This is an optimization exercise on Yosys and OpenROAD, whose aim is small area, not a production implementation. Function was checked by simulation only, so behaviour that the tests miss may differ from the original. Power figures rest on the tool's default switching activity, not on a simulated workload.

File: flow/flow/area.abc
strash
&get -n
&st
&dch
&nf -a -p -F 6 -A 6
&put
topo
File: flow/config.mk
export PLATFORM = sky130hd
export DESIGN_NAME = lookahead_router
export DESIGN_NICKNAME = lookahead_router
export VERILOG_FILES = /design/flow/design.v
export SDC_FILE = /design/flow/constraint.sdc
export NUM_CORES = 4
export LEC_CHECK = 0
export CAP_MARGIN = 20
export CORE_MARGIN = 2
export CORE_UTILIZATION = 55
export CTS_CLUSTER_DIAMETER = 100
export CTS_CLUSTER_SIZE = 25
export PLACE_DENSITY = 0.7
export SETUP_SLACK_MARGIN = 0.0
export SLEW_MARGIN = 20
File: flow/flow/run.sh
#!/bin/bash
# Layout flow: the standard ORFS flow (standard.sh) with two changes:
#  - synthesis is the standard one (synth_recipe.tcl, same passes, same registers), except that the
#    final ABC technology mapping uses an area-oriented script (flow/area.abc);
#  - ports are buffered with the smallest buffer (sky130_fd_sc_hd__buf_1).
# Each tool's full output goes to the ORFS logs under orfs/logs/; make's output to flow_make.log.
set -euo pipefail
here=$(pwd)
export MY_ABC_SCRIPT="$here/flow/area.abc"
export BUFFER_PORTS_ARGS="-buffer_cell sky130_fd_sc_hd__buf_1"
# Synthesis script: the standard flow's, with abc's -script argument pointing at flow/area.abc
{
  echo 'proc abc {args} {'
  echo '  set i [lsearch $args -script]'
  echo '  if { $i >= 0 } { lset args [expr {$i + 1}] $::env(MY_ABC_SCRIPT) }'
  echo '  yosys abc {*}$args'
  echo '}'
  cat synth_recipe.tcl
} > "$here/area_synth.tcl"
sed "s#SYNTH_SCRIPT=[^ ]*#SYNTH_SCRIPT=$here/area_synth.tcl#" standard.sh > "$here/area_standard.sh"
grep -q "SYNTH_SCRIPT=$here/area_synth.tcl" "$here/area_standard.sh"
bash "$here/area_standard.sh" finish > flow_make.log 2>&1
File: flow/standard.sh
#!/bin/bash
# synth_recipe.tcl (not shown) runs the flow's synth.tcl, then flattens the netlist and writes it again
# the make line also repeats each setting of config.mk as NAME=value (left out here)
make -C /OpenROAD-flow-scripts/flow DESIGN_CONFIG=/design/flow/config.mk WORK_HOME=/design/flow/orfs CLKGATE_MAP_FILE= SYNTH_SCRIPT=/design/flow/synth_recipe.tcl "${@:-finish}"
File: flow/design.v
package noc;
  parameter int unsigned PortQueueDepth = 4;
  parameter int unsigned xMax = 16;
  parameter int unsigned yMax = 16;
  parameter int unsigned messageTypeWidth = 5;
  parameter bit [4:0] AllPorts               = 5'b11111;
  parameter bit [4:0] TopLeftRouterPorts     = 5'b11010;
  parameter bit [4:0] TopRightRouterPorts    = 5'b10110;
  parameter bit [4:0] BottomLeftRouterPorts  = 5'b11001;
  parameter bit [4:0] BottomRightRouterPorts = 5'b10101;
  typedef enum logic [2:0] {
    kNorthPort = 3'd0,
    kSouthPort = 3'd1,
    kWestPort  = 3'd2,
    kEastPort  = 3'd3,
    kLocalPort = 3'd4
  } noc_port_t;
  typedef struct packed {
    logic        go_local;
    logic        go_east;
    logic        go_west;
    logic        go_south;
    logic        go_north;
  } direction_t;
  parameter direction_t goNorth = 5'b00001;
  parameter direction_t goSouth = 5'b00010;
  parameter direction_t goWest = 5'b00100;
  parameter direction_t goEast = 5'b01000;
  parameter direction_t goLocal = 5'b10000;
  parameter int unsigned xWidth = $clog2(xMax);
  parameter int unsigned yWidth = $clog2(xMax);
  typedef struct packed {
    logic [yWidth-1:0] y;
    logic [xWidth-1:0] x;
  } xy_t;
  typedef enum logic {
    kFlowControlAckNack = 1'b0,
    kFlowControlCreditBased = 1'b1
  } noc_flow_control_t;
  parameter int unsigned CreditsWidth = $clog2(PortQueueDepth + 1);
  typedef logic [4:0][CreditsWidth-1:0] credits_t;
  typedef logic [messageTypeWidth-1:0] message_t;
  typedef struct packed {
    logic head;
    logic tail;
  } preamble_t;
endpackage
module router_fifo
  #(
    parameter int unsigned Width = 34
    )
  (
   input  logic clk,
   input  logic rst,
   input  logic rdreq,
   input  logic wrreq,
   input  logic [Width-1:0] data_in,
   output logic empty,
   output logic full,
   output logic [Width-1:0] data_out
   );
  logic [3:0][Width-1:0] mem;
  logic [1:0] rd_ptr, wr_ptr, rd_ptr_next, wr_ptr_next;
  logic valid_read, valid_write;
  assign valid_read = rdreq & ~empty;
  assign valid_write = empty ? wrreq & ~rdreq : wrreq & ~full;
  assign rd_ptr_next = {rd_ptr[0], ~rd_ptr[1]};
  assign wr_ptr_next = {wr_ptr[0], ~wr_ptr[1]};
  always_ff @(posedge clk) begin
    if (rst) begin
      rd_ptr <= '0;
      wr_ptr <= '0;
      empty <= 1'b1;
      full <= 1'b0;
    end else begin
      if (valid_read) rd_ptr <= rd_ptr_next;
      if (valid_write) wr_ptr <= wr_ptr_next;
      if (valid_write & ~valid_read) begin
        empty <= 1'b0;
        full <= wr_ptr_next == rd_ptr;
      end else if (~valid_write & valid_read) begin
        empty <= rd_ptr_next == wr_ptr;
        full <= 1'b0;
      end
    end
  end
  for (genvar g_i = 0; g_i < 4; g_i++) begin : gen_mem
    always_ff @(posedge clk) begin
      if (wr_ptr == g_i && !full) mem[g_i] <= data_in;
    end
  end
  logic [3:0] rd_sel;
  always_comb begin
    data_out = {Width{empty}} & data_in;
    for (int k = 0; k < 4; k++) begin
      rd_sel[k] = ~empty & (rd_ptr == k);
      data_out = data_out | ({Width{rd_sel[k]}} & mem[k]);
    end
  end
endmodule
module lookahead_routing
  #(
    parameter int unsigned Dir = 0   
    )
  (
   input  logic [7:0] position,      
   input  logic [7:0] destination,   
   output logic [4:0] next_routing   
   );
  logic [3:0] px, py, dx, dy;
  assign {py, px} = position;
  assign {dy, dx} = destination;
  logic [4:0] y_route;
  assign y_route = dy > py ? noc::goSouth : dy < py ? noc::goNorth : noc::goLocal;
  if (Dir == 0) begin : gen_north
    assign next_routing = dy == py - 4'd1 ? noc::goLocal : noc::goNorth;
  end else if (Dir == 1) begin : gen_south
    assign next_routing = dy == py + 4'd1 ? noc::goLocal : noc::goSouth;
  end else if (Dir == 2) begin : gen_west
    assign next_routing = dx == px - 4'd1 ? y_route : noc::goWest;
  end else begin : gen_east
    assign next_routing = dx == px + 4'd1 ? y_route : noc::goEast;
  end
endmodule
module router_arbiter
  #(
    parameter bit [4:0] Allowed = 5'b11110
    )
  (
   input  logic clk,
   input  logic rst,
   input  logic [4:0] request,
   input  logic update,
   output logic [4:0] grant,
   output logic [4:0] last
   );
  logic [4:0][4:0] beats;   
  logic [24:0] pri_w;       
  for (genvar a = 0; a < 5; a++) begin : gen_a
    for (genvar b = 0; b < 5; b++) begin : gen_b
      if (a < b && Allowed[a] && Allowed[b]) begin : gen_pair
        logic pri;
        always_ff @(posedge clk) begin
          if (rst) begin
            pri <= 1'b1;
          end else if (update & grant[a]) begin
            pri <= 1'b0;
          end else if (update & grant[b]) begin
            pri <= 1'b1;
          end
        end
        assign pri_w[5*a+b] = pri;
        assign beats[a][b] = pri;
      end else if (a > b && Allowed[a] && Allowed[b]) begin : gen_pair_t
        assign pri_w[5*a+b] = 1'b0;
        assign beats[a][b] = ~pri_w[5*b+a];
      end else begin : gen_none
        assign pri_w[5*a+b] = 1'b0;
        assign beats[a][b] = 1'b0;
      end
    end
  end
  for (genvar b = 0; b < 5; b++) begin : gen_grant
    logic [4:0] blocked;
    for (genvar a = 0; a < 5; a++) begin : gen_block
      assign blocked[a] = request[a] & beats[a][b];
    end
    assign grant[b] = Allowed[b] & request[b] & ~|blocked;
  end
  for (genvar b = 0; b < 5; b++) begin : gen_last
    logic [4:0] above;
    for (genvar a = 0; a < 5; a++) begin : gen_above
      assign above[a] = ~Allowed[a] | (a == b) | beats[a][b];
    end
    assign last[b] = Allowed[b] & &above;
  end
endmodule
module lookahead_router
  #(
    parameter bit FlowControl = 1'b0,   
    parameter int unsigned DataWidth = 32,
    parameter int unsigned PortWidth = DataWidth + 2,
    parameter bit [4:0] Ports = 5'b11111
    )
  (
   input  logic clk,
   input  logic rst,
   input  logic [7:0] position,
   input  logic [PortWidth-1:0] data_n_in,
   input  logic [PortWidth-1:0] data_s_in,
   input  logic [PortWidth-1:0] data_w_in,
   input  logic [PortWidth-1:0] data_e_in,
   input  logic [PortWidth-1:0] data_p_in,
   input  logic [4:0] data_void_in,
   output logic [4:0] stop_out,
   output logic [PortWidth-1:0] data_n_out,
   output logic [PortWidth-1:0] data_s_out,
   output logic [PortWidth-1:0] data_w_out,
   output logic [PortWidth-1:0] data_e_out,
   output logic [PortWidth-1:0] data_p_out,
   output logic [4:0] data_void_out,
   input  logic [4:0] stop_in
   );
  localparam int unsigned HeadBit = PortWidth - 1;
  localparam int unsigned TailBit = PortWidth - 2;
  localparam int unsigned DstLsb = 16;
  localparam bit [24:0] Allowed = {5'b01111,    
                                       5'b10100,    
                                       5'b11000,    
                                       5'b11101,    
                                       5'b11110};   
  logic [4:0][PortWidth-1:0] data_in;
  logic [4:0][PortWidth-1:0] fifo_head;
  logic [4:0][PortWidth-1:0] last_flit;
  logic [4:0][PortWidth-1:0] data_out;
  logic [4:0] empty, full, in_valid, in_valid_head, rd_fifo;
  logic [4:0][4:0] request;    
  logic [4:0][4:0] grant;      
  logic [4:0][4:0] select;     
  logic [4:0][4:0] saved_select;
  logic [4:0] state;           
  assign data_in[0] = data_n_in;
  assign data_in[1] = data_s_in;
  assign data_in[2] = data_w_in;
  assign data_in[3] = data_e_in;
  assign data_in[4] = data_p_in;
  assign data_n_out = data_out[0];
  assign data_s_out = data_out[1];
  assign data_w_out = data_out[2];
  assign data_e_out = data_out[3];
  assign data_p_out = data_out[4];
  for (genvar g_i = 0; g_i < 5; g_i++) begin : gen_input
    always_comb begin
      rd_fifo[g_i] = 1'b0;
      for (int o = 0; o < 5; o++) rd_fifo[g_i] = rd_fifo[g_i] | (select[o][g_i] & ~stop_in[o]);
    end
    router_fifo #(.Width(PortWidth)) input_queue (
      .clk(clk),
      .rst(rst),
      .rdreq(rd_fifo[g_i]),
      .wrreq(~data_void_in[g_i]),
      .data_in(data_in[g_i]),
      .empty(empty[g_i]),
      .full(full[g_i]),
      .data_out(fifo_head[g_i])
    );
    assign in_valid[g_i] = ~(empty[g_i] & data_void_in[g_i]);
    assign in_valid_head[g_i] = in_valid[g_i] & fifo_head[g_i][HeadBit];
    assign stop_out[g_i] = full[g_i];
  end
  for (genvar g_o = 0; g_o < 5; g_o++) begin : gen_output
    logic [PortWidth-1:0] crossbar;
    logic out_valid, forwarding;
    for (genvar g_i = 0; g_i < 5; g_i++) begin : gen_request
      assign request[g_o][g_i] = Allowed[5*g_o+g_i] & in_valid_head[g_i] & fifo_head[g_i][g_o];
    end
    router_arbiter #(.Allowed(Allowed[5*g_o +: 5])) arbiter_i (
      .clk(clk),
      .rst(rst),
      .request(request[g_o]),
      .update(forwarding & crossbar[HeadBit]),
      .grant(grant[g_o]),
      .last(saved_select[g_o])
    );
    assign select[g_o] = (state[g_o] ? saved_select[g_o] : grant[g_o]) & Allowed[5*g_o +: 5];
    always_comb begin
      crossbar = '0;
      out_valid = 1'b0;
      for (int i = 0; i < 5; i++) begin
        if (Allowed[5*g_o+i]) begin
          crossbar = crossbar | ({PortWidth{select[g_o][i]}} & fifo_head[i]);
          out_valid = out_valid | (select[g_o][i] & in_valid[i]);
        end
      end
    end
    assign forwarding = ~stop_in[g_o] & out_valid;
    always_ff @(posedge clk) begin
      if (rst) begin
        state[g_o] <= 1'b0;
      end else if (forwarding & crossbar[TailBit]) begin
        state[g_o] <= 1'b0;
      end else if (forwarding & crossbar[HeadBit]) begin
        state[g_o] <= 1'b1;
      end
    end
    always_ff @(posedge clk) begin
      if (~stop_in[g_o]) last_flit[g_o] <= crossbar;
    end
    if (g_o < 4) begin : gen_lookahead
      logic [4:0] next_routing;
      lookahead_routing #(.Dir(g_o)) lookahead_routing_i (
        .position(position),
        .destination(last_flit[g_o][DstLsb+7:DstLsb]),
        .next_routing(next_routing)
      );
      assign data_out[g_o] = {last_flit[g_o][PortWidth-1:5],
                              last_flit[g_o][HeadBit] ? next_routing : last_flit[g_o][4:0]};
    end else begin : gen_local
      assign data_out[g_o] = last_flit[g_o];
    end
    always_ff @(posedge clk) begin
      if (rst) begin
        data_void_out[g_o] <= 1'b1;
      end else if (~stop_in[g_o]) begin
        data_void_out[g_o] <= ~out_valid;
      end
    end
  end
endmodule
File: flow/constraint.sdc
create_clock -name core_clock -period 5.5 [get_ports {clk}]
set_input_delay 1.1000 -clock core_clock [delete_from_list [all_inputs] [get_ports {clk}]]
set_output_delay 1.1000 -clock core_clock [all_outputs]
set_load 0.01 [all_outputs]
==> reports/metrics.cfg, run 1 <==
[status]
status = no timing/DRC/antenna violations

[place]
dpl.hpwl_um = 84200
port_buffers = 369
pre_cts_ws_ns = 0.401
dp.cells = 3690
gp_congestion = 0.961

[critical_path]
cpPeakStageDelay_ns = 0.88
reg2regPathDepth = 13
worstPathRequired_ns = 6.03
worstSetupPathType = reg -> reg
reg2reg_slack_ns = 0.61
r2r-start = gen_input[1].input_queue.rd_ptr[0]
crit_fanout = 10
cp_top_family = compound AO/OA/AOI/OAI gates
slowest_stage = a41oi_1
worstPathCellList = and3b_1, nand2_1, a41oi_1, o311ai_0, a2111oi_0, buf_4, o21ai_0, a31o_1, and2_0, ha_1, nor4_1, a21oi_1, nand2_1
end_kind = register
startpoint_type = register
critPathArrivalTime_ns = 5.43
crit_path_frequent_cell = nand2_1
critPathBufInv = 1
rr_endpoint = gen_input[1].input_queue.empty

[layout]
syn_to_final_growth_pct = 9.84
final_common_cell = edfxtp_1
final_nets = 3068
drive_gt1_frac = 0.0650
final_cell_mix = edfxtp_1 (850), buf_1 (368), nand2_1 (262), a222oi_1 (248), a22oi_1 (118)
fin_cells = 3783

[power]
ir_worst_vdd_uv = 353
internal_power_uw = 13200
seqPwrFrac = 0.489
clkPwrFrac = 0.167
switchingPower_uw = 8330
finalPower_uw = 21500
leakage_uw = 0.0132
switching_share = 0.387
comb_power_share = 0.344
power.density_nw_per_um2 = 528

[clock_tree]
clock_tree.root_cell = clkbuf_16
postCtsHoldBufs = 0
insertion_delay_ns = 0.62
cts_tree = done
ctsResizeCount = 0
clkSinkCount = 910
post_cts_buffers = 0
cts_buffer_depth = 3
clk_pin_slew_worst_paths_ns = 0.10
htreeDepth = 2
cts_buffers = 42

[routing]
drc_errors = 0
wl_per_cell_um = 32.6
vias_per_cell = 6.97
first_pass_iters = 10
vias = 26400
postRouteAntennaNets = 0
drt_wl_total_um = 123000
drt-initial-drc-count = 5177

[timing]
fin_tns_setup_ns = 0
fmax_ghz = 0.204
relSlewSlack = 0.178
setup_ws_ns = 0.606
worst_pin_slew_ns = 1.23
grt_setup_unrepaired = no
finalCritPeriodShare = 0.890
finalCriticalPeriod_ns = 4.89
hold_viol_final = 0
finalSetupViolCount = 0
slew_viol_final = 0
whs_ns = 0.516
fin_worst_skew_ns = 0.0267

[hold_path]
whs_endpoint = data_void_out[0]
hold_depth = 2
hp-class = reg -> reg
worstHoldStart = data_void_out[0]

[synthesis]
synth_cell_types = 57
ys.warnings.count = 7
synth_edf_count = 850
synthFlopType = edfxtp_1
syn_inst = 2514
synth_area_per_cell_um2 = 14.8
synth-seq-cells = 910
syn-cell-area_um2 = 37100
synth_fp_nets = 2721
async_flop_share = 0
ys_seq_area_frac = 0.720

[global_routing]
grt_usage = 0.346
grt_pass1_vias = 24900
antenna_found_initial = 21
grt-ovfl-total = 0
grt_pass1_wl_um = 174000
grt_max_degree = 46

[floorplan]
die_w_um = 264
start_util = 0.554
fp-row-count = 95
core-area_um2 = 67000
die_h_um = 264
io_pins = 370
die_area_um2 = 69600

[run]
drv_cap = 0

kinds of logic after synthesis:
family	Yosys count	share of synthesized area
compound gates	764	0.158
buf+inv	265	0.0425
mux	2	0.000539
xor+xnor	34	0.00802
simple gates	522	0.0654
flops	910	0.720
fa+ha+maj	17	0.00573
layer usage:
layer  vias up  share of wire  track usage
met5         -        0.00058            0
met4        12          0.048        0.142
met3       276           0.12       0.0756
met2      1936           0.46        0.535
met1     13100           0.37        0.480
li1      11000              -            -
worst max path at each step:
stage | startpoint | endpoint | slack, ns | cells after the start
2_1_floorplan | gen_input[0].input_queue.empty | last_flit[141] | 0.03 | 8
3_3_place_gp | data_w_in[33] | gen_input[3].input_queue.empty | 0.38 | 12
3_5_place_dp | data_w_in[33] | gen_input[3].input_queue.empty | 0.40 | 12
4_1_cts | gen_input[1].input_queue.rd_ptr[1] | gen_input[1].input_queue.empty | 0.69 | 13
5_1_grt | gen_input[1].input_queue.rd_ptr[0] | gen_input[1].input_queue.empty | 0.32 | 13
6_report | gen_input[1].input_queue.rd_ptr[0] | gen_input[1].input_queue.empty | 0.61 | 13
registers in the layout, indices dropped and copies added (netlist names):
| name | cells |
|---|---|
| state | 5 |
| gen_input.input_queue.rd_ptr | 10 |
| gen_input.input_queue.full | 5 |
| data_void_out | 5 |
| last_flit | 170 |
| gen_input.input_queue.wr_ptr | 10 |
| gen_output.arbiter_i.gen_a.gen_b.gen_pair.pri | 20 |
| gen_input.input_queue.mem | 680 |
| gen_input.input_queue.empty | 5 |
power by group through the flow:
stage / Clock (uW) / Sequential, uW / Combinational, uW
3_5_place_dp: 0 / 10700 / 7160
5_1_grt: 3840 / 10600 / 7710
6_report: 3590 / 10500 / 7410
4_1_cts: 3620 / 10500 / 7190
2_1_floorplan: 0 / 10400 / 4320
3_3_place_gp: 0 / 10600 / 7080
worst min-delay path, stage by stage, from the launching register on:
cell and delay, ns:
dfxtp_1 0.33, nor2_1 0.09, o21ai_0 0.07
cells in the mapped netlist, drive strengths merged (20+ instances only):
library cell  instances  share of area
a21oi                76          0.010
a222oi              248          0.067
a22oi               118          0.024
and3                 28         0.0047
buf                 155          0.031
clkinv              110          0.011
dfxtp                60          0.032
edfxtp              850           0.69
nand2               262          0.026
nand3                35         0.0047
nor2                 54         0.0055
nor3                 43         0.0058
nor3b                20         0.0040
o21ai               119          0.016
o22ai                85          0.014
xnor2                25         0.0059
cell type report:
type	instances	area, um^2
diodes	16	40.0
clock buffers	73	1190
clock inverters	4	28.8
fillers	5134	26300
inverters	110	413
multi-input cells	1339	9180
flip-flops and latches	910	26700
well taps	873	1090
repair buffers	458	2120
per-stage QoR:
step / cell area [um^2] / util
final: 40800 / 0.608
after floorplan: 37200 / -
after global placement: 39500 / 0.589
after detailed placement: 39500 / 0.590
after CTS: 40700 / 0.608
after global routing: 40800 / 0.608
==> inputs of run 2 (changes only) <==
==> flow/flow/area.abc (replaced) <==
strash
&get -n
&st
&dch
&nf -a -p -F 6 -A 6
&put
strash
&get -n
&st
&dch -f
&nf -a -p -F 6 -A 6
&put
strash
&get -n
&st
&dch
&nf -a -p -F 10 -A 10 -C 24
&put
topo
==> reports/metrics.cfg, run 2 <==
[synthesis]
synthDominantCellAreaShare = 0.691
yosysMostFrequentCell = edfxtp_1
synthAdderAreaFrac = 0.00576
synth_cell_types = 65
async_flop_share = 0
netlist_top_cells_count = edfxtp_1 (850), nand2_1 (260), a222oi_1 (240)
ys_seq_area_frac = 0.723
syn_inst = 2462
synth_top_area_cell = edfxtp_1
synth_edf_count = 850
synth-seq-cells = 910
ys.warnings.count = 7
synth_area_per_cell_um2 = 15.0
synth-compound-area-share = 0.158
syn-cell-area_um2 = 37000
synthFlopType = edfxtp_1
synthSimpleGateAreaFrac = 0.0630
synth_fp_nets = 2669
synth_top_family_by_area = compound AO/OA/AOI/OAI gates
netlist_top_cells_area = edfxtp_1 (69%), a222oi_1 (6.5%), dfxtp_1 (3.3%), buf_4 (3.1%), nand2_1 (2.6%)
synth-xor-area-share = 0.00711
synth_mux_area_frac = 0.000813

[timing]
slew_viol_final = 0
fin_worst_skew_ns = 0.0393
worst_pin_slew_ns = 1.13
finalCritPeriodShare = 0.880
fmax_ghz = 0.207
relSlewSlack = 0.244
finalSetupViolCount = 0
whs_ns = 0.533
fin_tns_setup_ns = 0
finalCriticalPeriod_ns = 4.84
hold_viol_final = 0
grt_setup_unrepaired = no

[power]
power.density_nw_per_um2 = 430
leakage_uw = 0.0131
ir_worst_vdd_uv = 351
finalPower_uw = 17500

[clock_tree]
clk_pin_slew_worst_paths_ns = 0.10
clock_tree.root_cell = clkbuf_16
clkSinkCount = 910
cts_buffer_depth = 3
insertion_delay_ns = 0.63
cts_buffers = 42
post_cts_buffers = 0
htreeDepth = 2
cts_tree = done
ctsResizeCount = 0
postCtsHoldBufs = 0

[place]
port_buffers = 369
dpl.hpwl_um = 82700
placed_area_um2 = 39400
gp_congestion = 1.03

[critical_path]
cpPeakStageDelay_ns = 0.88
worstPathRequired_ns = 5.99
crit_fanout = 36
worstSetupPathType = reg -> reg
startpoint_type = register
critPathArrivalTime_ns = 5.33
end_kind = register
worstPathCellList = nor3b_4, buf_4, nand2_1, a31oi_1, and3_1, o31a_2, o22ai_1, o31ai_1, and2_0, ha_1, o41ai_1
reg2regPathDepth = 11
slowest_stage = o31a_2

[routing]
drt_wl_total_um = 120000
vias_per_cell = 6.95
drt-initial-drc-count = 4895
wl_per_cell_um = 32.2
postRouteAntennaNets = 0
drc_errors = 0
vias = 25900
first_pass_iters = 13

[run]
drv_cap = 0

[floorplan]
die_area_um2 = 69300
io_pins = 370
core-area_um2 = 66800
start_util = 0.553
die_h_um = 263
die_w_um = 263
fp-row-count = 95

[hold_path]
hold_depth = 2
hp-class = reg -> reg

[layout]
regMostFlops = gen_input.input_queue.mem
final_util = 0.608
final_cell_mix = edfxtp_1 (850), buf_1 (368), nand2_1 (260), a222oi_1 (240), a22oi_1 (129)
reg_top3 = gen_input.input_queue.mem x680, last_flit x170, gen_output.arbiter_i.gen_a.gen_b.gen_pair.pri x20
drive_gt1_frac = 0.0655
largest_register_ffs = 680
final_nets = 3016
fin_area_um2 = 40600
syn_to_final_growth_pct = 9.90
final_common_cell = edfxtp_1

[global_routing]
grt_usage = 0.338
antenna_found_initial = 13
grt-ovfl-total = 0
met1_usage = 0.455
met3_usage = 0.0932
use_met2 = 0.502
grt_pass1_wl_um = 170000
grt_max_degree = 44
grt_pass1_vias = 24300
gr-max-usage-layer = met2

[status]
status = no timing/DRC/antenna violations

[run 2: where the power goes]
part | switching [uW] | internal, uW
Combinational | 3380 | 1220
Clock | 2050 | 1490
Sequential | 524 | 8800
[run 2: through the flow]
stage / setup WS (ns) / cells
after floorplan: 0.0369 / 2462
final: 0.662 / 3729
after global routing: 0.436 / 3726
after CTS: 0.722 / 3713
after detailed placement: 0.651 / 3638
after global placement: 0.715 / 3635
[run 2: kinds of logic (layout without fill, tap and decap cells)]
group	count (synthesis)	in the layout
AO/OA/AOI/OAI	751	751
multiplexers	3	3
other	0	16
AND/OR/NAND/NOR	491	491
XOR/XNOR	30	30
flip-flops	910	910
adder cells (fa/ha/maj)	17	17
buffers and inverters	260	638
[run 2: critical path, delay by kind of cell (launching register included)]
| kind | cells | cell delay, ns |
|---|---|---|
| buf+inv | 1 | 0.42 |
| simple gates | 4 | 0.95 |
| fa+ha+maj | 1 | 0.29 |
| flops | 1 | 0.55 |
| compound gates | 5 | 2.51 |
[run 2: cell type report]
cell class / count / area (um^2)
Antenna cell: 16 / 40.0
Clock buffer: 72 / 1180
Clock inverter: 3 / 30.0
Fill cell: 5119 / 26200
Inverter: 105 / 394
Multi-Input combinational cell: 1292 / 9060
Sequential cell: 910 / 26700
Tap cell: 873 / 1090
Timing Repair Buffer: 458 / 2090
[run 2: worst paths after layout]
| path | from | slack, ns | to |
|---|---|---|---|
| worst max register to register | gen_input[3].input_queue.rd_ptr[1] | 0.66 | gen_input[4].input_queue.empty |
| worst max-delay path | gen_input[3].input_queue.rd_ptr[1] | 0.66 | gen_input[4].input_queue.empty |
| worst min register to register | data_void_out[4] | 0.53 | data_void_out[4] |
| worst min-delay path | data_void_out[4] | 0.53 | data_void_out[4] |
[run 2: metal layers]
layer  up-vias  share of wire
li1      10900              -
met1     12800           0.36
met3       291           0.13
met4         2          0.064
met2      1930           0.45
met5         -        0.00011
==> inputs of run 3 (changes only) <==
==> flow/flow/area.abc (replaced) <==
strash
&get -n
&st
&dch
&nf -a -p -F 6 -A 6
&put
topo
--- a/flow/config.mk
+++ b/flow/config.mk
@@ -9,6 +9,6 @@
 export CORE_MARGIN = 2
-export CORE_UTILIZATION = 55
+export CORE_UTILIZATION = 65
 export CTS_CLUSTER_DIAMETER = 100
 export CTS_CLUSTER_SIZE = 25
-export PLACE_DENSITY = 0.7
+export PLACE_DENSITY = 0.8
 export SETUP_SLACK_MARGIN = 0.0
==> reports/metrics.cfg, run 3 <==
[layout]
fin_cells = 3676
drive_gt1_frac = 0.0691
final_cell_mix = edfxtp_1 (850), buf_1 (368), nand2_1 (262), a222oi_1 (248), a22oi_1 (118)
final_common_cell = edfxtp_1
fin_area_um2 = 40800
reg_top3 = gen_input.input_queue.mem x680, last_flit x170, gen_output.arbiter_i.gen_a.gen_b.gen_pair.pri x20
syn_to_final_growth_pct = 9.79
fillCellCount = 3661
final_nets = 3082
multi_input_comb_area_um2 = 9160
regArea_um2 = 26700
final_util = 0.723
largest_register_ffs = 680
regMostFlops = gen_input.input_queue.mem

[timing]
finalCritPeriodShare = 0.889
finalCriticalPeriod_ns = 4.89
setup_ws_ns = 0.611
fin_worst_skew_ns = 0.0451
grt_setup_unrepaired = no
fmax_ghz = 0.205
slew_viol_final = 0
hold_viol_final = 0
worst_pin_slew_ns = 1.20
relSlewSlack = 0.200
fin_tns_setup_ns = 0
finalSetupViolCount = 0

[clock_tree]
cts_buffers = 43
clk_pin_slew_worst_paths_ns = 0.11
cts_tree = done
ctsResizeCount = 0
post_cts_buffers = 0
postCtsHoldBufs = 0
clock_tree.root_cell = clkbuf_16
insertion_delay_ns = 0.66
htreeDepth = 2
clkSinkCount = 910
cts_buffer_depth = 3

[synthesis]
yosysMostFrequentCell = edfxtp_1
synthDominantCellAreaShare = 0.687
synth-xor-area-share = 0.00802
syn_inst = 2514
ys.warnings.count = 7
synth_top_family_by_area = compound AO/OA/AOI/OAI gates
async_flop_share = 0
synth-compound-area-share = 0.158
netlist_top_cells_count = edfxtp_1 (850), nand2_1 (262), a222oi_1 (248)
synth_area_per_cell_um2 = 14.8
synth_mux_area_frac = 0.000539
syn-cell-area_um2 = 37100
ys_seq_area_frac = 0.720
synth-seq-cells = 910
netlist_top_cells_area = edfxtp_1 (69%), a222oi_1 (6.7%), dfxtp_1 (3.2%), buf_4 (3.1%), nand2_1 (2.6%)
synthAdderAreaFrac = 0.00573
synth_cell_types = 57
synth_edf_count = 850
synthFlopType = edfxtp_1
synth_top_area_cell = edfxtp_1
synthSimpleGateAreaFrac = 0.0654
synth_fp_nets = 2721

[floorplan]
io_pins = 370
die_area_um2 = 59100
die_h_um = 243
core-area_um2 = 56400
die_w_um = 243
fp-row-count = 87
start_util = 0.659

[place]
pre_cts_ws_ns = 0.781
dp.cells = 3583
port_buffers = 369
gp_congestion = 0.972
placed_area_um2 = 39400
dpl.hpwl_um = 82400

[critical_path]
end_kind = register
reg2reg_slack_ns = 0.61
reg2regPathDepth = 13
worstPathCellList = and3b_1, a222oi_1, a31o_1, o311ai_0, a2111oi_0, buf_4, o21ai_0, a31o_1, and2_0, ha_1, nor4_1, a21oi_1, nand2_1
cpPeakStageDelay_ns = 0.86
critPathArrivalTime_ns = 5.47
worstPathRequired_ns = 6.08
critPathBufInv = 1
cp_top_family = compound AO/OA/AOI/OAI gates
slowest_stage = and3b_1
startpoint_type = register
crit_cells = 13
crit_path_frequent_cell = a31o_1
worstSetupPathType = reg -> reg
crit_fanout = 20

[global_routing]
grt-ovfl-total = 0
grt_pass1_wl_um = 169000
grt_usage = 0.392
grt_pass1_vias = 25400
antenna_found_initial = 16
grt_max_degree = 45

[run]
drv_cap = 0

[power]
leakage_uw = 0.0132
power.density_nw_per_um2 = 530
ir_worst_vdd_uv = 380

[hold_path]
hp-class = reg -> reg
hold_depth = 2

[routing]
postRouteAntennaNets = 0
first_pass_iters = 14
vias_per_cell = 7.27
wl_per_cell_um = 32.1
drt-initial-drc-count = 5264
drt_wl_total_um = 118000
drc_errors = 0
vias = 26700

[status]
status = no timing/DRC/antenna violations

==> run 3: changes by cell type after synthesis, moves of 8 or more <==
cell,change
o221ai_1,-15
and3_1,-26
or2_0,+12
nor2_1,+17
nand3_1,+10
a22oi_1,-11
a21oi_1,+13
o21ai_0,+13
nor3_1,+15
a222oi_1,+8
o21a_1,+8
==> run 3: per-stage QoR <==
step / power [uW] / hold slack, ns
6_report: 21600 / 0.538
5_1_grt: 22200 / 0.561
4_1_cts: 21200 / 0.540
3_5_place_dp: 17700 / 0.524
3_3_place_gp: 17500 / 0.497
2_1_floorplan: 14700 / 0.481
==> run 3: kinds of logic after synthesis <==
family                     count (synthesis)
xor gates and xnor gates                  34
and+or+nand+nor                          522
AOI/OAI and AO/OA                        764
adders and majority gates                 17
DFF                                      910
muxes                                      2
buffers and inverters                    265
==> run 3: power breakdown <==
part | total (uW) | switching [uW] | internal (uW) | leakage, uW
registers | 10600 | 852 | 9700 | 0.00861
logic | 7420 | 5360 | 2060 | 0.00403
clock network | 3650 | 2120 | 1530 | 0.000613
total | 21600 | 8330 | 13300 | 0.0132
==> run 3: worst min-delay path, cell delays in order (launching register included) <==
cell,delay (ns)
dfxtp_1,0.35
nand2_1,0.07
o211ai_1,0.08
==> run 3: path summary, 6_finish.rpt <==
check / endpoint / from
max: gen_input[1].input_queue.empty / gen_input[3].input_queue.rd_ptr[1]
max reg2reg: gen_input[1].input_queue.empty / gen_input[3].input_queue.rd_ptr[1]
min reg2reg: data_void_out[2] / data_void_out[2]
min: data_void_out[2] / data_void_out[2]
==> run 3: per-layer routing <==
metal | up-vias | share of wire | track usage
met5 | - | 0.00058 | 0
met4 | 10 | 0.060 | 0.194
met3 | 388 | 0.15 | 0.108
met2 | 2428 | 0.45 | 0.596
met1 | 12900 | 0.34 | 0.528
li1 | 11000 | - | -
==> run 3: area by class of cell <==
type / instances / share of cell area
Antenna cell: 10 / 0.000614
Timing Repair Buffer: 471 / 0.0542
Clock inverter: 6 / 0.00236
Tap cell: 756 / 0.0232
Sequential cell: 910 / 0.656
Inverter: 110 / 0.0101
Multi-Input combinational cell: 1339 / 0.225
Clock buffer: 74 / 0.0292
==> inputs of run 4 (changes only) <==
==> flow/flow/area.abc (replaced) <==
strash
&get -n
&st
&dch
&nf -a -p -F 6 -A 6
&put
strash
&get -n
&st
&dch -f
&nf -a -p -F 6 -A 6
&put
strash
&get -n
&st
&dch
&nf -a -p -F 10 -A 10 -C 24
&put
topo
--- a/flow/config.mk
+++ b/flow/config.mk
@@ -9,6 +9,6 @@
 export CORE_MARGIN = 2
-export CORE_UTILIZATION = 65
-export CTS_CLUSTER_DIAMETER = 100
-export CTS_CLUSTER_SIZE = 25
-export PLACE_DENSITY = 0.8
+export CORE_UTILIZATION = 55
+export CTS_CLUSTER_DIAMETER = 80
+export CTS_CLUSTER_SIZE = 28
+export PLACE_DENSITY = 0.7
 export SETUP_SLACK_MARGIN = 0.0
==> reports/metrics.cfg, run 4 <==
[status]
status = no timing/DRC/antenna violations

[floorplan]
io_pins = 370
die_h_um = 263
die_area_um2 = 69300
core-area_um2 = 66800
start_util = 0.553
fp-row-count = 95
die_w_um = 263

[timing]
fin_tns_setup_ns = 0
finalSetupViolCount = 0
worst_pin_slew_ns = 1.18
fin_worst_skew_ns = 0.0552
whs_ns = 0.532
relSlewSlack = 0.209
finalCriticalPeriod_ns = 4.86
finalCritPeriodShare = 0.883
grt_setup_unrepaired = no
slew_viol_final = 0
fmax_ghz = 0.206
hold_viol_final = 0

[critical_path]
worstPathCellList = nor3b_4, buf_4, nand2_1, a31oi_1, and3_1, o31a_2, o22ai_1, o31ai_1, and2_0, ha_1, o41ai_1
slowest_stage = o31a_2
cpPeakStageDelay_ns = 0.89
r2r-start = gen_input[3].input_queue.rd_ptr[1]
startpoint_type = register
worstPathRequired_ns = 5.99
end_kind = register
worstSetupPathType = reg -> reg
crit_start = gen_input[3].input_queue.rd_ptr[1]
critPathArrivalTime_ns = 5.35
crit_fanout = 36

[global_routing]
grt_max_degree = 44
grt_pass1_vias = 24300
grt_usage = 0.337
grt_pass1_wl_um = 170000
antenna_found_initial = 15
grt-ovfl-total = 0

[synthesis]
netlist_top_cells_area = edfxtp_1 (69%), a222oi_1 (6.5%), dfxtp_1 (3.3%), buf_4 (3.1%), nand2_1 (2.6%)
synth-seq-cells = 910
yosysMostFrequentCell = edfxtp_1
synth_area_per_cell_um2 = 15.0
ys_seq_area_frac = 0.723
synth_top_area_cell = edfxtp_1
synth_cell_types = 65
ys.warnings.count = 7
synthFlopType = edfxtp_1
netlist_top_cells_count = edfxtp_1 (850), nand2_1 (260), a222oi_1 (240)
syn_inst = 2462
syn-cell-area_um2 = 37000
synth_edf_count = 850
synth_fp_nets = 2669
synthDominantCellAreaShare = 0.691
async_flop_share = 0

[layout]
fillCellCount = 5123
final_cell_mix = edfxtp_1 (850), buf_1 (368), nand2_1 (260), a222oi_1 (240), a22oi_1 (129)
drive_gt1_frac = 0.0683
regMostFlops = gen_input.input_queue.mem
largest_register_ffs = 680
final_common_cell = edfxtp_1
syn_to_final_growth_pct = 10.1
final_nets = 3015
fin_cells = 3728
fin_area_um2 = 40700
reg_top3 = gen_input.input_queue.mem x680, last_flit x170, gen_output.arbiter_i.gen_a.gen_b.gen_pair.pri x20

[clock_tree]
ctsResizeCount = 0
clk_pin_slew_worst_paths_ns = 0.11
clkSinkCount = 910
htreeDepth = 2
clock_tree.root_cell = clkbuf_16
insertion_delay_ns = 0.64
cts_buffers = 41
postCtsHoldBufs = 0
cts_buffer_depth = 3
cts_tree = done
post_cts_buffers = 0

[place]
placed_area_um2 = 39400
dpl.hpwl_um = 82700
dp.cells = 3638
port_buffers = 369
gp_congestion = 1.03

[routing]
first_pass_iters = 12
wl_per_cell_um = 32.2
vias = 26000
drt_wl_total_um = 120000
vias_per_cell = 6.98
drt-initial-drc-count = 4880
drc_errors = 0
postRouteAntennaNets = 0

[power]
finalPower_uw = 17600
leakage_uw = 0.0131
power.density_nw_per_um2 = 433
ir_worst_vdd_uv = 331

[run]
drv_cap = 0

[hold_path]
hp-class = reg -> reg

## run 4: final timing paths
kind,to,cells past startpoint,slack (ns)
max reg2reg,gen_input[4].input_queue.empty,11,0.64
min,register,2,0.53
min reg2reg,register,2,0.53
max,gen_input[4].input_queue.empty,11,0.64
## run 4: metal layers
metal / vias to the layer above / wire (um) / track usage
met5: - / 29 / 0
met4: 4 / 6840 / 0.174
met1: 12800 / 43100 / 0.459
li1: 10900 / - / -
met3: 278 / 15900 / 0.0863
met2: 2011 / 54100 / 0.506
## run 4: where the power goes
| part | leakage [uW] | internal (uW) | switching [uW] |
|---|---|---|---|
| clock network | 0.000625 | 1550 | 2140 |
| registers | 0.00861 | 8790 | 525 |
| logic | 0.00390 | 1220 | 3380 |
| total | 0.0131 | 11600 | 6050 |
## run 4: stage by stage
stage / utilization / worst slack [ns]
after floorplan: - / 0.0369
after global placement: 0.588 / 0.715
after detailed placement: 0.589 / 0.651
after CTS: 0.609 / 0.722
after global routing: 0.609 / 0.418
final: 0.609 / 0.644
## run 4: worst max-delay path, delay by kind of cell (launching register included)
family / cells / cell delay [ns]
and+or+nand+nor: 4 / 0.93
buffers and inverters: 1 / 0.43
DFF: 1 / 0.56
adders and majority gates: 1 / 0.29
AOI/OAI and AO/OA: 5 / 2.51
## run 4: logic make-up (layout without fill, tap and decap cells)
family | Yosys count | in the layout | synth area share
AO/OA/AOI/OAI | 751 | 751 | 0.158
buffers and inverters | 260 | 638 | 0.0422
other | 0 | 15 | 0
XOR/XNOR | 30 | 30 | 0.00711
flip-flops | 910 | 910 | 0.723
adder cells (fa/ha/maj) | 17 | 17 | 0.00576
AND/OR/NAND/NOR | 491 | 491 | 0.0630
multiplexers | 3 | 3 | 0.000813
## run 4: cell type report
cell class / instances / area [um^2] / share of cell area
inverter: 105 / 394 / 0.00968
timing repair buffer: 458 / 2090 / 0.0514
clock buffer: 63 / 1140 / 0.0280
sequential: 910 / 26700 / 0.657
multi-input combinational: 1292 / 9060 / 0.223
tap: 873 / 1090 / 0.0268
clock inverter: 12 / 161 / 0.00397
antenna: 15 / 37.5 / 0.000922
==> inputs of run 5 (changes only) <==
--- a/flow/flow/run.sh
+++ b/flow/flow/run.sh
@@ -1,6 +1,8 @@
 #!/bin/bash
-# Layout flow: the standard ORFS flow (standard.sh) with two changes:
+# Layout flow: the standard ORFS flow (standard.sh) with these changes:
 #  - synthesis is the standard one (synth_recipe.tcl, same passes, same registers), except that the
 #    final ABC technology mapping uses an area-oriented script (flow/area.abc);
-#  - ports are buffered with the smallest buffer (sky130_fd_sc_hd__buf_1).
+#  - ports are buffered with the smallest buffer (sky130_fd_sc_hd__buf_1);
+#  - clock tree synthesis adds no dummy loads (CTS_ARGS repeats ORFS's arguments and
+#    config.mk's cluster settings, plus -dont_use_dummy_load).
 # Each tool's full output goes to the ORFS logs under orfs/logs/; make's output to flow_make.log.
@@ -10,2 +12,3 @@
 export BUFFER_PORTS_ARGS="-buffer_cell sky130_fd_sc_hd__buf_1"
+export CTS_ARGS="-sink_clustering_enable -repair_clock_nets -sink_clustering_size 25 -sink_clustering_max_diameter 100 -dont_use_dummy_load"
 # Synthesis script: the standard flow's, with abc's -script argument pointing at flow/area.abc
--- a/flow/config.mk
+++ b/flow/config.mk
@@ -10,4 +10,4 @@
 export CORE_UTILIZATION = 55
-export CTS_CLUSTER_DIAMETER = 80
-export CTS_CLUSTER_SIZE = 28
+export CTS_CLUSTER_DIAMETER = 100
+export CTS_CLUSTER_SIZE = 25
 export PLACE_DENSITY = 0.7
==> reports/metrics.cfg, run 5 <==
[status]
status = no timing/DRC/antenna violations

[power]
ir_worst_vdd_uv = 348
leakage_uw = 0.0130
power.density_nw_per_um2 = 428

[layout]
final_common_cell = edfxtp_1
reg_top3 = gen_input.input_queue.mem x680, last_flit x170, gen_output.arbiter_i.gen_a.gen_b.gen_pair.pri x20
fin_cells = 3693
syn_to_final_growth_pct = 9.44
regMostFlops = gen_input.input_queue.mem
final_nets = 3016
final_cell_mix = edfxtp_1 (850), buf_1 (368), nand2_1 (260), a222oi_1 (240), a22oi_1 (129)
largest_register_ffs = 680
drive_gt1_frac = 0.0648

[floorplan]
die_h_um = 263
core-area_um2 = 66800
fp-row-count = 95
io_pins = 370
start_util = 0.553
die_w_um = 263
die_area_um2 = 69300

[synthesis]
synth_top_area_cell = edfxtp_1
synthDominantCellAreaShare = 0.691
syn-cell-area_um2 = 37000
netlist_top_cells_area = edfxtp_1 (69%), a222oi_1 (6.5%), dfxtp_1 (3.3%), buf_4 (3.1%), nand2_1 (2.6%)
async_flop_share = 0
yosysMostFrequentCell = edfxtp_1
ys.warnings.count = 7
synth-seq-cells = 910
netlist_top_cells_count = edfxtp_1 (850), nand2_1 (260), a222oi_1 (240)
synth_fp_nets = 2669
synth_area_per_cell_um2 = 15.0
synthFlopType = edfxtp_1
synth_edf_count = 850
ys_seq_area_frac = 0.723
syn_inst = 2462
synth_cell_types = 65

[timing]
finalSetupViolCount = 0
fin_worst_skew_ns = 0.0612
finalCriticalPeriod_ns = 4.84
worst_pin_slew_ns = 1.15
slew_viol_final = 0
hold_viol_final = 0
grt_setup_unrepaired = no
relSlewSlack = 0.234
fmax_ghz = 0.207
fin_tns_setup_ns = 0
finalCritPeriodShare = 0.880

[routing]
vias_per_cell = 7.00
drt-initial-drc-count = 4785
postRouteAntennaNets = 0
wl_per_cell_um = 32.6
vias = 25800
drt_wl_total_um = 120000
first_pass_iters = 12
drc_errors = 0

[global_routing]
grt_usage = 0.338
grt-ovfl-total = 0
grt_pass1_wl_um = 170000
antenna_found_initial = 14
grt_max_degree = 44
grt_pass1_vias = 24200

[critical_path]
worstPathCellList = nor3b_4, buf_4, nand2_1, a31oi_1, and3_1, o31a_2, o22ai_1, o31ai_1, and2_0, ha_1, o41ai_1
worstPathRequired_ns = 5.97
slowest_stage = o31a_2
crit_fanout = 36
worstSetupPathType = reg -> reg
cpPeakStageDelay_ns = 0.89
critPathArrivalTime_ns = 5.31
startpoint_type = register
end_kind = register

[clock_tree]
ctsResizeCount = 0
clk_pin_slew_worst_paths_ns = 0.10
postCtsHoldBufs = 0
post_cts_buffers = 0
htreeDepth = 2
clock_tree.root_cell = clkbuf_16
cts_buffers = 42
clkSinkCount = 910
cts_tree = done
insertion_delay_ns = 0.62
cts_buffer_depth = 3

[hold_path]
hp-class = reg -> reg

[place]
port_buffers = 369
gp_congestion = 1.03
dpl.hpwl_um = 82700
dp.cells = 3638

[run]
drv_cap = 0

run 5: cell counts after synthesis:
No cell type changed its count.
run 5: final timing paths:
kind                                 startpoint                              to  slack (ns)  cells after the start
min                            data_void_out[4]                data_void_out[4]        0.53                      2
min reg2reg                    data_void_out[4]                data_void_out[4]        0.53                      2
max          gen_input[3].input_queue.rd_ptr[1]  gen_input[4].input_queue.empty        0.66                     11
max reg2reg  gen_input[3].input_queue.rd_ptr[1]  gen_input[4].input_queue.empty        0.66                     11
run 5: where the power goes:
group | leakage [uW] | total (uW) | switching, uW | internal (uW)
registers | 0.00861 | 9320 | 524 | 8800
logic | 0.00390 | 4610 | 3380 | 1220
clock network | 0.000518 | 3370 | 1990 | 1370
run 5: cell families (layout without fill, tap and decap cells):
family          count (synthesis)  count (layout)  synth area share
buf+inv                       260             605            0.0422
xor+xnor                       30              30           0.00711
mux                             3               3          0.000813
other cells                     0              13                 0
simple gates                  491             491            0.0630
flops                         910             910             0.723
fa+ha+maj                      17              17           0.00576
compound gates                751             751             0.158
run 5: routing by layer:
metal | wire, um | GRT usage
met1 | 43500 | 0.453
met2 | 53600 | 0.502
met3 | 15700 | 0.0943
met4 | 7380 | 0.188
met5 | 30 | 0
run 5: critical path, delay by kind of cell (launching register included):
family / cells / cell delay (ns)
flops: 1 / 0.56
compound gates: 5 / 2.52
simple gates: 4 / 0.94
fa+ha+maj: 1 / 0.29
buf+inv: 1 / 0.41
run 5: layout make-up:
class	count	area, um^2
Clock buffer	42	1050
Inverter	105	394
Fill cell	5121	26400
Tap cell	873	1090
Multi-Input combinational cell	1292	9060
Timing Repair Buffer	458	2090
Antenna cell	13	32.5
Sequential cell	910	26700
run 5: stage by stage:
stage	power, uW	setup slack, ns	hold slack (ns)	instance area, um^2	util
CTS	17100	0.722	0.528	40400	0.605
floorplan	11900	0.0369	0.460	37100	-
finish	17300	0.659	0.526	40400	0.605
global route	17800	0.431	0.554	40400	0.605
detailed placement	13900	0.651	0.511	39400	0.589
global placement	13800	0.715	0.518	39300	0.588
==> inputs of run 6 (changes only) <==
--- a/flow/config.mk
+++ b/flow/config.mk
@@ -7,3 +7,3 @@
 export LEC_CHECK = 0
-export CAP_MARGIN = 20
+export CAP_MARGIN = 10
 export CORE_MARGIN = 2
@@ -14,2 +14,2 @@
 export SETUP_SLACK_MARGIN = 0.0
-export SLEW_MARGIN = 20
+export SLEW_MARGIN = 10
==> reports/metrics.cfg, run 6 <==
[synthesis]
synth_edf_count = 850
synth-seq-cells = 910
yosysMostFrequentCell = edfxtp_1
synthSimpleGateAreaFrac = 0.0630
synth_top_area_cell = edfxtp_1
syn-cell-area_um2 = 37000
async_flop_share = 0
synth_mux_area_frac = 0.000813
netlist_top_cells_count = edfxtp_1 (850), nand2_1 (260), a222oi_1 (240)
netlist_top_cells_area = edfxtp_1 (69%), a222oi_1 (6.5%), dfxtp_1 (3.3%), buf_4 (3.1%), nand2_1 (2.6%)
synth-xor-area-share = 0.00711
synth_area_per_cell_um2 = 15.0
synthDominantCellAreaShare = 0.691
ys.warnings.count = 7
ys_seq_area_frac = 0.723
synth-compound-area-share = 0.158
synth_fp_nets = 2669
syn_inst = 2462
synth_top_family_by_area = compound AO/OA/AOI/OAI gates
synth_cell_types = 65
synthAdderAreaFrac = 0.00576
synthFlopType = edfxtp_1

[global_routing]
grt_pass1_wl_um = 169000
gr-max-usage-layer = met2
met3_usage = 0.0832
grt_pass1_vias = 24300
grt_max_degree = 44
antenna_found_initial = 18
met1_usage = 0.462
grt_usage = 0.337
use_met2 = 0.507
grt-ovfl-total = 0

[floorplan]
die_w_um = 263
start_util = 0.553
die_area_um2 = 69300
fp-row-count = 95
core-area_um2 = 66800
io_pins = 370
die_h_um = 263

[critical_path]
worstSetupPathType = reg -> reg
end_kind = register
worstPathCellList = buf_4, nor3_4, buf_4, a222oi_1, nand2_1, and3_1, o41ai_4, buf_4, clkinv_1, buf_4, o21ai_0
cp_top_family = buffers and inverters
crit_fanout = 26
cpPeakStageDelay_ns = 0.73
reg2regPathDepth = 11
critPathArrivalTime_ns = 5.38
slowest_stage = dfxtp_1
crit_path_frequent_cell = buf_4
crit_cells = 11
critPathBufInv = 5
startpoint_type = register
worstPathRequired_ns = 5.91

[timing]
fin_worst_skew_ns = 0.0769
fmax_ghz = 0.201
relSlewSlack = 0.213
grt_setup_unrepaired = no
finalSetupViolCount = 0
finalCriticalPeriod_ns = 4.97
finalCritPeriodShare = 0.904
slew_viol_final = 0
fin_tns_setup_ns = 0
worst_pin_slew_ns = 1.18
hold_viol_final = 0
whs_ns = 0.530

[place]
gp_congestion = 1.03
port_buffers = 369
dpl.hpwl_um = 82400
placed_area_um2 = 39300

[power]
internal_power_uw = 11400
seqPwrFrac = 0.539
switching_share = 0.341
leakage_uw = 0.0130
ir_worst_vdd_uv = 363
power.density_nw_per_um2 = 429
comb_power_share = 0.265
clkPwrFrac = 0.196
switchingPower_uw = 5900

[layout]
final_common_cell = edfxtp_1
fillCellCount = 5111
reg_top3 = gen_input.input_queue.mem x680, last_flit x170, gen_output.arbiter_i.gen_a.gen_b.gen_pair.pri x20
drive_gt1_frac = 0.0642
regMostFlops = gen_input.input_queue.mem
largest_register_ffs = 680
syn_to_final_growth_pct = 9.34
final_nets = 3014
fin_area_um2 = 40400
final_cell_mix = edfxtp_1 (850), buf_1 (368), nand2_1 (260), a222oi_1 (240), a22oi_1 (129)

[clock_tree]
cts_buffers = 43
ctsResizeCount = 0
cts_buffer_depth = 3
clock_tree.root_cell = clkbuf_16
htreeDepth = 2
cts_tree = done
clk_pin_slew_worst_paths_ns = 0.10
postCtsHoldBufs = 0
insertion_delay_ns = 0.64
post_cts_buffers = 0
clkSinkCount = 910

[hold_path]
hold_depth = 2
hp-class = reg -> reg

[run]
drv_cap = 0

[routing]
first_pass_iters = 10
postRouteAntennaNets = 0
drt_wl_total_um = 120000
wl_per_cell_um = 32.5
vias_per_cell = 7.01
drc_errors = 0
vias = 25900
drt-initial-drc-count = 4884

[status]
status = no timing/DRC/antenna violations

run 6: cell types whose count changed in the layout (fill, tap and decap cells not counted), sizes merged:
cell    before  now
clkbuf      43   44
diode       13   12
buf        457  454
run 6: path summary, 6_finish.rpt:
check | end | startpoint | slack, ns
setup / recovery | last_flit[160] | gen_input[1].input_queue.empty | 0.53
hold / removal | data_void_out[4] | data_void_out[4] | 0.53
setup reg to reg | last_flit[160] | gen_input[1].input_queue.empty | 0.53
hold reg to reg | data_void_out[4] | data_void_out[4] | 0.53
run 6: worst register-to-register path, stage by stage (launching register included):
cell      delay [ns]
dfxtp_1         0.73
buf_4           0.42
nor3_4          0.14
buf_4           0.27
a222oi_1        0.29
nand2_1         0.31
and3_1          0.33
o41ai_4         0.62
buf_4           0.44
clkinv_1        0.58
buf_4           0.40
o21ai_0         0.23
run 6: layout make-up:
class | instances | area (um^2) | share of cell area
diodes | 12 | 30.0 | 0.000743
clock buffers | 43 | 1080 | 0.0266
inverters | 105 | 394 | 0.00975
multi-input cells | 1292 | 9060 | 0.224
flip-flops and latches | 910 | 26700 | 0.661
well taps | 873 | 1090 | 0.0270
repair buffers | 455 | 2030 | 0.0503
run 6: through the flow:
| stage | power (uW) | setup slack (ns) | instances | util |
|---|---|---|---|---|
| global route | 17800 | 0.473 | 3689 | 0.605 |
| CTS | 17200 | 0.714 | 3678 | 0.604 |
| finish | 17300 | 0.528 | 3690 | 0.605 |
| global placement | 13800 | 0.715 | 3635 | 0.588 |
| floorplan | 11900 | 0.0369 | 2462 | - |
| detailed placement | 13900 | 0.656 | 3635 | 0.588 |
run 6: power groups by stage:
| stage | Sequential [uW] | Combinational (uW) | Clock, uW |
|---|---|---|---|
| global route | 9390 | 4760 | 3640 |
| floorplan | 9280 | 2590 | 0 |
| finish | 9330 | 4590 | 3400 |
| detailed placement | 9460 | 4430 | 0 |
| CTS | 9310 | 4440 | 3430 |
| global placement | 9420 | 4380 | 0 |
run 6: kinds of logic (layout without fill, tap and decap cells):
group / after synthesis / count (layout)
AOI/OAI and AO/OA: 751 / 751
xor gates and xnor gates: 30 / 30
adders and majority gates: 17 / 17
buffers and inverters: 260 / 603
DFF: 910 / 910
muxes: 3 / 3
other: 0 / 12
and+or+nand+nor: 491 / 491
run 6: layer usage:
layer	up-vias	share of wire
met3	300	0.12
met4	12	0.059
met1	12800	0.37
met5	-	0.00063
li1	10800	-
met2	1932	0.45
==> inputs of run 7 (changes only) <==
--- a/flow/config.mk
+++ b/flow/config.mk
@@ -9,6 +9,6 @@
 export CORE_MARGIN = 2
-export CORE_UTILIZATION = 55
+export CORE_UTILIZATION = 45
 export CTS_CLUSTER_DIAMETER = 100
 export CTS_CLUSTER_SIZE = 25
-export PLACE_DENSITY = 0.7
+export PLACE_DENSITY = 0.6
 export SETUP_SLACK_MARGIN = 0.0
==> reports/metrics.cfg, run 7 <==
[synthesis]
synth_area_per_cell_um2 = 15.0
synth_top_area_cell = edfxtp_1
netlist_top_cells_count = edfxtp_1 (850), nand2_1 (260), a222oi_1 (240)
async_flop_share = 0
synthDominantCellAreaShare = 0.691
synth_cell_types = 65
netlist_top_cells_area = edfxtp_1 (69%), a222oi_1 (6.5%), dfxtp_1 (3.3%), buf_4 (3.1%), nand2_1 (2.6%)
syn_inst = 2462
synth_fp_nets = 2669
ys_seq_area_frac = 0.723
yosysMostFrequentCell = edfxtp_1
ys.warnings.count = 7
syn-cell-area_um2 = 37000
synth_edf_count = 850
synth-seq-cells = 910
synthFlopType = edfxtp_1

[timing]
finalSetupViolCount = 0
hold_viol_final = 0
fin_tns_setup_ns = 0
worst_pin_slew_ns = 1.19
setup_ws_ns = 0.755
relSlewSlack = 0.204
fin_worst_skew_ns = 0.0481
fmax_ghz = 0.211
finalCritPeriodShare = 0.863
slew_viol_final = 0
finalCriticalPeriod_ns = 4.75
grt_setup_unrepaired = no

[critical_path]
worstPathCellList = and3b_1, a2111oi_0, buf_4, a21o_1, o32ai_1, o41ai_4, buf_4, nand2_1, a221oi_1, buf_4, or4b_1, a211o_1
crit_path_frequent_cell = buf_4
end_kind = register
worstPathRequired_ns = 5.98
r2r-start = gen_input[4].input_queue.empty
worstSetupPathType = reg -> reg
cpPeakStageDelay_ns = 0.73
slowest_stage = dfxtp_2
startpoint_type = register
crit_start = gen_input[4].input_queue.empty
critPathArrivalTime_ns = 5.23
crit_fanout = 21

[routing]
drt_wl_total_um = 127000
highest_layer = met5
wl_met2_um = 57600
wl_per_cell_um = 32.7
first_pass_iters = 15
vias = 25700
wl_met3_um = 14400
drt-initial-drc-count = 4992
drc_errors = 0
postRouteAntennaNets = 0
vias_per_cell = 6.62
met1_length_um = 49100

[layout]
regArea_um2 = 26700
largest_register_ffs = 680
regMostFlops = gen_input.input_queue.mem
fin_cells = 3883
final_common_cell = edfxtp_1
final_nets = 3014
fin_area_um2 = 40600
final_cell_mix = edfxtp_1 (850), buf_1 (368), nand2_1 (260), a222oi_1 (240), a22oi_1 (129)
reg_top3 = gen_input.input_queue.mem x680, last_flit x170, gen_output.arbiter_i.gen_a.gen_b.gen_pair.pri x20
drive_gt1_frac = 0.0642
fillCellCount = 7017
syn_to_final_growth_pct = 9.93
multi_input_comb_area_um2 = 9050

[place]
gp_congestion = 0.946
pre_cts_ws_ns = 0.514
dpl.hpwl_um = 88600
dp.cells = 3833
placed_area_um2 = 39600
port_buffers = 369

[hold_path]
worstHoldStart = data_void_out[3]
hp-class = reg -> reg

[floorplan]
die_h_um = 291
fp-row-count = 105
start_util = 0.452
io_pins = 370
die_area_um2 = 84400
core-area_um2 = 81700
die_w_um = 291

[power]
switchingPower_uw = 5990
switching_share = 0.345
comb_power_share = 0.265
leakage_uw = 0.0130
internal_power_uw = 11400
seqPwrFrac = 0.540
ir_worst_vdd_uv = 259
power.density_nw_per_um2 = 428
clkPwrFrac = 0.195

[clock_tree]
htreeDepth = 2
postCtsHoldBufs = 0
clkSinkCount = 910
cts_buffer_depth = 3
insertion_delay_ns = 0.63
ctsResizeCount = 0
cts_tree = done
post_cts_buffers = 0
cts_buffers = 42
clk_pin_slew_worst_paths_ns = 0.10
clock_tree.root_cell = clkbuf_16

[global_routing]
grt_pass1_wl_um = 178000
antenna_found_initial = 11
grt_usage = 0.291
grt-ovfl-total = 0
grt_pass1_vias = 24300
grt_max_degree = 44

[run]
drv_cap = 0

[status]
status = no timing/DRC/antenna violations

## run 7: changes by cell type in the layout (fill, tap and decap cells not counted), sizes merged
cell    delta
buf        +1
diode      -4
clkbuf     -1
## run 7: cell type report
type | count | area share
flip-flops and latches | 910 | 0.658
multi-input cells | 1292 | 0.223
repair buffers | 456 | 0.0502
well taps | 1070 | 0.0330
clock buffers | 42 | 0.0259
inverters | 105 | 0.00970
diodes | 8 | 0.000493
## run 7: routing by layer
layer | vias to the layer above | track usage
met5 | - | 0
met3 | 234 | 0.0645
met1 | 12900 | 0.404
li1 | 10800 | -
met4 | 4 | 0.114
met2 | 1754 | 0.448
## run 7: stage by stage
step                      total power, uW  hold WS [ns]  utilization
after floorplan                     11900         0.460            -
after global placement              14000         0.471        0.484
after detailed placement            14000         0.467        0.484
after CTS                           17300         0.491        0.497
after global routing                17900         0.548        0.497
final                               17400         0.503        0.497
## run 7: power groups by stage
stage               clock network, uW  logic [uW]  registers [uW]
finish                           3390        4600            9380
global route                     3650        4810            9440
CTS                              3440        4520            9360
detailed placement                  0        4500            9510
global placement                    0        4470            9480
floorplan                           0        2590            9280
## run 7: cells by family after synthesis
| kind of cell | synth area share |
|---|---|
| compound gates | 0.158 |
| xor+xnor | 0.00711 |
| fa+ha+maj | 0.00576 |
| buf+inv | 0.0422 |
| flops | 0.723 |
| mux | 0.000813 |
| simple gates | 0.0630 |
## run 7: worst paths after layout
kind | end | slack [ns] | cells after the start
worst max-delay path | register | 0.75 | 12
worst min-delay path | data_void_out[3] | 0.50 | 2
worst max register to register | register | 0.75 | 12
worst min register to register | data_void_out[3] | 0.50 | 2
## run 7: worst max-delay path, delay by kind of cell (launching register included)
kind            cells  cell delay, ns
simple gates        3            0.99
buf+inv             3            0.76
flops               1            0.73
compound gates      6            2.17
==> inputs of run 8 (changes only) <==
--- a/flow/flow/run.sh
+++ b/flow/flow/run.sh
@@ -12,3 +12,3 @@
 export BUFFER_PORTS_ARGS="-buffer_cell sky130_fd_sc_hd__buf_1"
-export CTS_ARGS="-sink_clustering_enable -repair_clock_nets -sink_clustering_size 25 -sink_clustering_max_diameter 100 -dont_use_dummy_load"
+export CTS_ARGS="-sink_clustering_enable -repair_clock_nets -sink_clustering_size 28 -sink_clustering_max_diameter 100 -dont_use_dummy_load"
 # Synthesis script: the standard flow's, with abc's -script argument pointing at flow/area.abc
--- a/flow/config.mk
+++ b/flow/config.mk
@@ -11,3 +11,3 @@
 export CTS_CLUSTER_DIAMETER = 100
-export CTS_CLUSTER_SIZE = 25
+export CTS_CLUSTER_SIZE = 28
 export PLACE_DENSITY = 0.6
==> reports/metrics.cfg, run 8 <==
[status]
status = no timing/DRC/antenna violations

[critical_path]
reg2regPathDepth = 12
reg2reg_slack_ns = 0.76
crit_path_frequent_cell = buf_4
worstPathRequired_ns = 6.02
crit_fanout = 21
worstSetupPathType = reg -> reg
startpoint_type = register
cp_top_family = compound AO/OA/AOI/OAI gates
critPathArrivalTime_ns = 5.26
end_kind = register
slowest_stage = dfxtp_2
worstPathCellList = and3b_1, a2111oi_0, buf_4, a21o_1, o32ai_1, o41ai_4, buf_4, nand2_1, a221oi_1, buf_4, or4b_1, a211o_1
critPathBufInv = 3
cpPeakStageDelay_ns = 0.72
r2r-start = gen_input[4].input_queue.empty

[layout]
final_util = 0.496
largest_register_ffs = 680
fin_area_um2 = 40600
syn_to_final_growth_pct = 9.75
drive_gt1_frac = 0.0632
final_common_cell = edfxtp_1
final_nets = 3011
regMostFlops = gen_input.input_queue.mem
final_cell_mix = edfxtp_1 (850), buf_1 (368), nand2_1 (260), a222oi_1 (240), a22oi_1 (129)
reg_top3 = gen_input.input_queue.mem x680, last_flit x170, gen_output.arbiter_i.gen_a.gen_b.gen_pair.pri x20

[timing]
finalCritPeriodShare = 0.862
setup_ws_ns = 0.760
finalCriticalPeriod_ns = 4.74
worst_pin_slew_ns = 1.18
fin_tns_setup_ns = 0
hold_viol_final = 0
fin_worst_skew_ns = 0.0937
whs_ns = 0.498
grt_setup_unrepaired = no
fmax_ghz = 0.211
slew_viol_final = 0
finalSetupViolCount = 0
relSlewSlack = 0.210

[routing]
drt_wl_total_um = 127000
vias = 25700
drc_errors = 0
postRouteAntennaNets = 0
first_pass_iters = 9
drt-initial-drc-count = 4951
vias_per_cell = 6.62
wl_per_cell_um = 32.6

[hold_path]
hold_depth = 2
worstHoldStart = data_void_out[3]
hp-class = reg -> reg
whs_endpoint = data_void_out[3]

[synthesis]
yosysMostFrequentCell = edfxtp_1
synth_fp_nets = 2669
synth_cell_types = 65
netlist_top_cells_count = edfxtp_1 (850), nand2_1 (260), a222oi_1 (240)
syn_inst = 2462
synthFlopType = edfxtp_1
syn-cell-area_um2 = 37000
netlist_top_cells_area = edfxtp_1 (69%), a222oi_1 (6.5%), dfxtp_1 (3.3%), buf_4 (3.1%), nand2_1 (2.6%)
ys.warnings.count = 7
synth_top_area_cell = edfxtp_1
synth_edf_count = 850
ys_seq_area_frac = 0.723
async_flop_share = 0
synth-seq-cells = 910
synthDominantCellAreaShare = 0.691
synth_area_per_cell_um2 = 15.0

[clock_tree]
ctsResizeCount = 0
clk_pin_slew_worst_paths_ns = 0.11
cts_buffers = 39
cts_buffer_depth = 3
post_cts_buffers = 0
clkSinkCount = 910
insertion_delay_ns = 0.63
htreeDepth = 2
cts_tree = done
postCtsHoldBufs = 0
clock_tree.root_cell = clkbuf_16

[place]
placed_area_um2 = 39600
port_buffers = 369
pre_cts_ws_ns = 0.514
dpl.hpwl_um = 88600
gp_congestion = 0.946

[floorplan]
die_h_um = 291
die_area_um2 = 84400
core-area_um2 = 81700
die_w_um = 291
start_util = 0.452
io_pins = 370
fp-row-count = 105

[run]
drv_cap = 0

[global_routing]
grt_pass1_wl_um = 178000
grt_max_degree = 44
grt_usage = 0.290
antenna_found_initial = 14
grt-ovfl-total = 0
grt_pass1_vias = 24200

[power]
ir_worst_vdd_uv = 240
leakage_uw = 0.0130
power.density_nw_per_um2 = 426

run 8: cell counts after synthesis:
Identical to the previous run, type by type.
run 8: report_power, final:
group / total [uW] / internal [uW] / switching [uW]
logic: 4610 / 1210 / 3390
registers: 9380 / 8800 / 582
clock network: 3280 / 1280 / 2000
total: 17300 / 11300 / 5980
run 8: worst register-to-register path, delay by kind of cell, from the launching register on:
kind                   cells  cell delay, ns
AOI/OAI and AO/OA          6            2.22
and+or+nand+nor            3            0.99
buffers and inverters      3            0.76
DFF                        1            0.72
run 8: through the flow:
stage | power [uW] | std cells
after floorplan | 11900 | 2462
after CTS | 17200 | 3872
final | 17300 | 3884
after global routing | 17800 | 3880
after detailed placement | 14000 | 3833
after global placement | 14000 | 3833
run 8: metal layers:
| metal | track usage | up-vias | part of all wire |
|---|---|---|---|
| met5 | 0 | - | 0.00041 |
| met2 | 0.446 | 1774 | 0.45 |
| met1 | 0.406 | 12800 | 0.39 |
| met4 | 0.115 | 10 | 0.046 |
| met3 | 0.0587 | 243 | 0.11 |
| li1 | - | 10800 | - |
run 8: worst max-delay path by stage:
stage                                endpoint  cells after the start  slack, ns                               start
2_1_floorplan                        register                      9       0.04      gen_input[3].input_queue.empty
3_3_place_gp                         register                     12       0.64                       data_p_in[33]
3_5_place_dp                         register                     12       0.51                       data_p_in[33]
4_1_cts                              register                     11       0.77      gen_input[4].input_queue.empty
5_1_grt        gen_input[2].input_queue.empty                     11       0.45  gen_input[2].input_queue.rd_ptr[0]
6_report                             register                     12       0.76      gen_input[4].input_queue.empty
run 8: area by class of cell:
| type | count | area [um^2] |
|---|---|---|
| tap | 1070 | 1340 |
| fill | 7027 | 41200 |
| inverter | 105 | 394 |
| clock buffer | 39 | 976 |
| sequential | 910 | 26700 |
| timing repair buffer | 456 | 2040 |
| antenna | 12 | 30.0 |
| multi-input combinational | 1292 | 9050 |
run 8: cell families (layout without fill, tap and decap cells):
group	Yosys count	in the layout	share of synthesized area
flops	910	910	0.723
fa+ha+maj	17	17	0.00576
other cells	0	12	0
simple gates	491	491	0.0630
compound gates	751	751	0.158
xor+xnor	30	30	0.00711
mux	3	3	0.000813
buf+inv	260	600	0.0422

==> what the ideal ports hide <==
The flow's constraints put no driver on any port. The routed layouts listed below were extracted and timed again, unchanged, in two steps. Step 1 assumes that a clkbuf_16 drives the clock port and a buf_2 every other input. Step 2 moves the port delays by t, midway between the first and last clock arrival at a register: inputs arrive t later, outputs are due t later. That takes back most of the time a late clock gives input paths. Three values: no drivers, after step 1, after step 2; two values: the first two.
run | shift t [ns] | slack for setup (ns) | worst hold slack (ns) | worst setup path after step 2 | worst register clock-pin slew, ns
run 1 | 0.672 | 0.606 / 0.606 / 0.391 | 0.516 / 0.516 / 0.516 | input to register | 0.10 / 0.10
run 2 | 0.674 | 0.662 / 0.662 / 0.526 | 0.533 / 0.533 / 0.533 | input to register | 0.11 / 0.11
run 3 | 0.702 | 0.611 / 0.611 / 0.611 | 0.538 / 0.538 / 0.538 | register to register | 0.11 / 0.11
run 4 | 0.677 | 0.644 / 0.644 / 0.534 | 0.532 / 0.532 / 0.532 | input to register | 0.12 / 0.12
run 5 | 0.653 | 0.659 / 0.659 / 0.534 | 0.526 / 0.526 / 0.526 | input to register | 0.10 / 0.10
run 6 | 0.665 | 0.528 / 0.528 / 0.438 | 0.530 / 0.530 / 0.530 | input to register | 0.11 / 0.11
run 7 | 0.669 | 0.755 / 0.755 / 0.519 | 0.503 / 0.503 / 0.503 | input to register | 0.10 / 0.10
run 8 | 0.651 | 0.760 / 0.760 / 0.500 | 0.498 / 0.498 / 0.498 | input to register | 0.12 / 0.12
After both steps setup and hold are still met in every run listed. For run 8, which loses most, drivers alone change the setup slack by 0.000 ns; drivers and shift together by -0.260 ns.
